Context: an optimization exercise on an open-source flow, tuned for small area, a short achievable clock period and few clock cycles per item. The choices shown serve that exercise and are no tape-out recipe.
The RTL was checked by simulation tests, not by an equivalence proof against the original design.

run 3:
==> flow/design.v (excerpt) <==
module ntt32_163841 ( clk, rst, start, input_fg, addr, din, dout, valid );
  input                      clk;
  input                      rst;
  input                      start;
  input                      input_fg;
  input             [5 : 0]  addr;
  input  signed     [17 : 0] din;
  output reg signed [17 : 0] dout;
  output                     valid;
  localparam signed [18:0] Q = 19'sd163841;
  localparam signed [17:0] C_OUT = 18'sd55847;   
  localparam ST_IDLE = 2'd0, ST_COMP = 2'd1, ST_VALID = 2'd2;
  localparam [7:0] PW0  = 8'd96;     
  localparam [7:0] IV1  = 8'd128;    
  localparam [7:0] IV2  = 8'd150;    
  localparam [7:0] IEND = 8'd166;
  localparam [7:0] WLAT = 8'd9;      
  localparam [7:0] DONE = 8'd174;    
  function [15:0] seq;
    input [7:0] c;
    reg       act, pl;
    reg [1:0] md, vd, a2, a1, a0;
    reg [3:0] e, g;
    reg [7:0] cc;
    begin
      act = 1'b1; md = 2'd0; pl = 1'b0; vd = 2'd0;
      a2 = 2'd0; a1 = 2'd0; a0 = 2'd0; e = 4'd0;
      g = c[3:0];
      cc = c - IV2;
      if (c < PW0) begin
        pl = c[4];
        case (c[6:5])
          2'd0:    begin vd = 2'd2; a1 = g[3:2]; a0 = g[1:0]; end
          2'd1:    begin vd = 2'd1; a2 = g[3:2]; a0 = g[1:0]; e = {g[3:2], 2'b00}; end
          default: begin vd = 2'd0; a2 = g[3:2]; a1 = g[1:0]; e = {g[1:0], g[3:2]}; end
        endcase
      end else if (c < IV1) begin
        md = 2'd1; a2 = c[4:3]; a1 = c[2:1]; a0 = {1'b0, c[0]};
      end else if (c < IV1 + 8'd16) begin
        md = 2'd2; vd = 2'd1; a2 = g[3:2]; a0 = g[1:0]; e = {g[1:0], 2'b00};
      end else if (c >= IV2 && c < IEND) begin
        md = 2'd2; vd = 2'd2; a0 = cc[3:2]; a1 = cc[1:0]; e = {cc[1:0], cc[3:2]};
      end else begin
        act = 1'b0;
      end
      seq = {act, md, pl, vd, a2, a1, a0, e};
    end
  endfunction
  function [4:0] laddr;
    input [1:0] md;
    input       pl;
    input [1:0] vd, a2, a1, base, b;
    reg   [1:0] t;
    begin
      t = b - base;
      if (md == 2'd1) laddr = {t[0], a2, a1};
      else case (vd)
        2'd2:    laddr = {pl, t, a1};
        2'd1:    laddr = {pl, a2, t};
        default: laddr = {pl, a2, a1};
      endcase
    end
  endfunction
  function signed [17:0] tw1;
    input [4:0] ie;
    begin
      case (ie)
        5'd0: tw1 = -18'sd72090;
  ...
Size in the first run: roughly 16000 cells after synthesis, roughly 3500 flip-flops, roughly 47 I/O pins, about 180000 um2 of cells after synthesis.
==> module kmul, before the edit <==
module kmul (
  input                     clk,
  input                     hold,      
  input      signed [17:0]  a,
  input      signed [17:0]  b,
  output reg signed [18:0]  x,
  output     signed [17:0]  xc
);
  wire [35:0] ps, pc;
  bmul bm (.a(a), .b(b), .S(ps), .C(pc));
  reg  [35:0] cs_s, cs_c;
  always @(posedge clk) begin
    cs_s <= ps;
    cs_c <= pc;
  end
  reg  [15:0] lr;
  reg  [20:0] hr;
  always @(posedge clk) begin
    lr <= cs_s[14:0] + cs_c[14:0];
    hr <= cs_s[35:15] + cs_c[35:15];
  end
  wire [21:0] k3s, k3c;
  csa #(22) kc (.x({4'd0, lr, 2'b00}), .y({6'd0, lr}), .z(~{hr[20], hr}), .s(k3s), .c(k3c));
  reg  signed [21:0] r1;
  always @(posedge clk) r1 <= k3s + k3c + 22'd1;
  wire [18:0] l19 = {{4{r1[14]}}, r1[14:0]};
  wire [18:0] q1 = {l19[16:0], 2'b00};
  wire [18:0] q3 = ~{{12{r1[21]}}, r1[21:15]};      
  wire [18:0] m1s, m1c, m2s, m2c, m3s, m3c;
  csa #(19) kd (.x(q1), .y(l19), .z(q3), .s(m1s), .c(m1c));
  csa #(19) ke (.x(m1s), .y(m1c), .z(19'd360447), .s(m2s), .c(m2c));   
  csa #(19) kf (.x(m1s), .y(m1c), .z(19'd163841), .s(m3s), .c(m3c));   
  wire [18:0] ci = {18'd0, ~r1[14]};                  
  wire signed [18:0] r2  = m1s + m1c + ci;
  wire signed [18:0] r2m = m2s + m2c + ci;            
  wire signed [18:0] r2p = m3s + m3c + ci;            
  wire signed [7:0] hh = $signed(r1[21:15]) + $signed({7'd0, r1[14]});
  wire signed [7:0] fl = 8'sd5 * $signed({6'd0, r1[1:0]});
  wire signed [7:0] fm = 8'sd5 * $signed({5'd0, r1[2:0]});
  wire hi = (r1[14:2] == 13'h0fff) & ((fl - hh) > 8'sd20);
  wire lo = (r1[14:3] == 12'h800)  & (fm < hh);
  assign xc = hi ? r2m[17:0] : (lo ? r2p[17:0] : r2[17:0]);
  always @(posedge clk) if (!hold) x <= r2;
endmodule
Settings: LEC_CHECK=0, CAP_MARGIN=20, CORE_MARGIN=2, CORE_UTILIZATION=45, SETUP_SLACK_MARGIN=4.3, SLEW_MARGIN=20; clock period 8.0 ns.
run.sh (not shown) runs the stock make flow with config.mk's settings and CLKGATE_MAP_FILE= SYNTH_SCRIPT=/design/flow/synth_recipe.tcl, a recipe that flattens the netlist after the stock synthesis.
Testbench counts of run 3, summed over its fixed seeds: cycles 35,912, txns 96.
> inputs changed (run 3 -> run 1)
--- a/flow/design.v
+++ b/flow/design.v
@@ -875,23 +875,18 @@
   csa #(22) kc (.x({4'd0, lr, 2'b00}), .y({6'd0, lr}), .z(~{hr[20], hr}), .s(k3s), .c(k3c));
   reg  signed [21:0] r1;
   always @(posedge clk) r1 <= k3s + k3c + 22'd1;
-  wire [18:0] l19 = {{4{r1[14]}}, r1[14:0]};
-  wire [18:0] q1 = {l19[16:0], 2'b00};
-  wire [18:0] q3 = ~{{12{r1[21]}}, r1[21:15]};      
-  wire [18:0] m1s, m1c, m2s, m2c, m3s, m3c;
-  csa #(19) kd (.x(q1), .y(l19), .z(q3), .s(m1s), .c(m1c));
-  csa #(19) ke (.x(m1s), .y(m1c), .z(19'd360447), .s(m2s), .c(m2c));   
-  csa #(19) kf (.x(m1s), .y(m1c), .z(19'd163841), .s(m3s), .c(m3c));   
-  wire [18:0] ci = {18'd0, ~r1[14]};                  
-  wire signed [18:0] r2  = m1s + m1c + ci;
-  wire signed [18:0] r2m = m2s + m2c + ci;            
-  wire signed [18:0] r2p = m3s + m3c + ci;            
-  wire signed [7:0] hh = $signed(r1[21:15]) + $signed({7'd0, r1[14]});
-  wire signed [7:0] fl = 8'sd5 * $signed({6'd0, r1[1:0]});
-  wire signed [7:0] fm = 8'sd5 * $signed({5'd0, r1[2:0]});
-  wire hi = (r1[14:2] == 13'h0fff) & ((fl - hh) > 8'sd20);
-  wire lo = (r1[14:3] == 12'h800)  & (fm < hh);
-  assign xc = hi ? r2m[17:0] : (lo ? r2p[17:0] : r2[17:0]);
+  wire [18:0] q1 = {2'b00, r1[14:0], 2'b00};
+  wire [18:0] q2 = {4'd0, r1[14:0]};
+  wire [18:0] q3 = ~{{12{r1[21]}}, r1[21:15]};
+  wire [18:0] m1s, m1c, m2s, m2c;
+  csa #(19) kd (.x(q1), .y(q2), .z(q3), .s(m1s), .c(m1c));
+  csa #(19) ke (.x(m1s), .y(m1c), .z(19'd360448), .s(m2s), .c(m2c));
+  wire signed [18:0] r2  = m1s + m1c + 19'd1;
+  wire signed [18:0] r2m = m2s + m2c;       
+  wire [18:0] m3s, m3c;
+  csa #(19) kf (.x(m1s), .y(m1c), .z(19'd442368), .s(m3s), .c(m3c));
+  wire [18:0] dcmp = m3s + m3c;
+  assign xc = dcmp[18] ? r2[17:0] : r2m[17:0];
   always @(posedge clk) if (!hold) x <= r2;
 endmodule
 module jmul (
--- outcome ---
Summary — number of fill cells, run 1 relative to run 3: lower, by 1.1%.
The higher critical path depth of run 1 and run 3 is in run 1.
The initial core utilization of run 1 is higher than that of run 3.
[run 1 vs run 3] number of buffers inserted by post-CTS setup repair: higher in run 1
Run 1 vs run 3 — overall routed net length rose 1.9%.
Diff run 3 -> run 1: final hold violation count was more or less identical, global-route wire length before repair saw an increase, final area went up by 790 um2.
Delta (run 1 minus run 3): die footprint was more or less identical, post-route non-filler standard cell count went up by 65.
Testbench counts of run 1, summed over its fixed seeds: cycles 35,912, txns 96.

==> what the ideal ports hide <==
The flow's constraints put no driver on any port. The routed layouts listed below were extracted and timed again, unchanged, in two steps. Step 1 assumes that a clkbuf_16 drives the clock port and a buf_2 every other input. Step 2 times the ports against the registers' clock, not the clock port: input delays grow and output delays shrink by t, the midpoint of the rising clock arrivals with the driver on. Three values: ideal, step 1, step 2; two values: the first two.
run | shift t [ns] | setup slack, ns | worst setup path at the end | latest minus earliest clock arrival (ns)
run 3 | 1.055 | 3.917 / 3.917 / 3.241 | input to register | 0.095 / 0.095
run 1 | 1.071 | 4.011 / 4.011 / 3.247 | input to register | 0.104 / 0.104
After both steps every run listed still meets setup and hold. The setup slack of run 1, which loses most, moves by 0.000 ns with the drivers and by -0.764 ns with both steps.
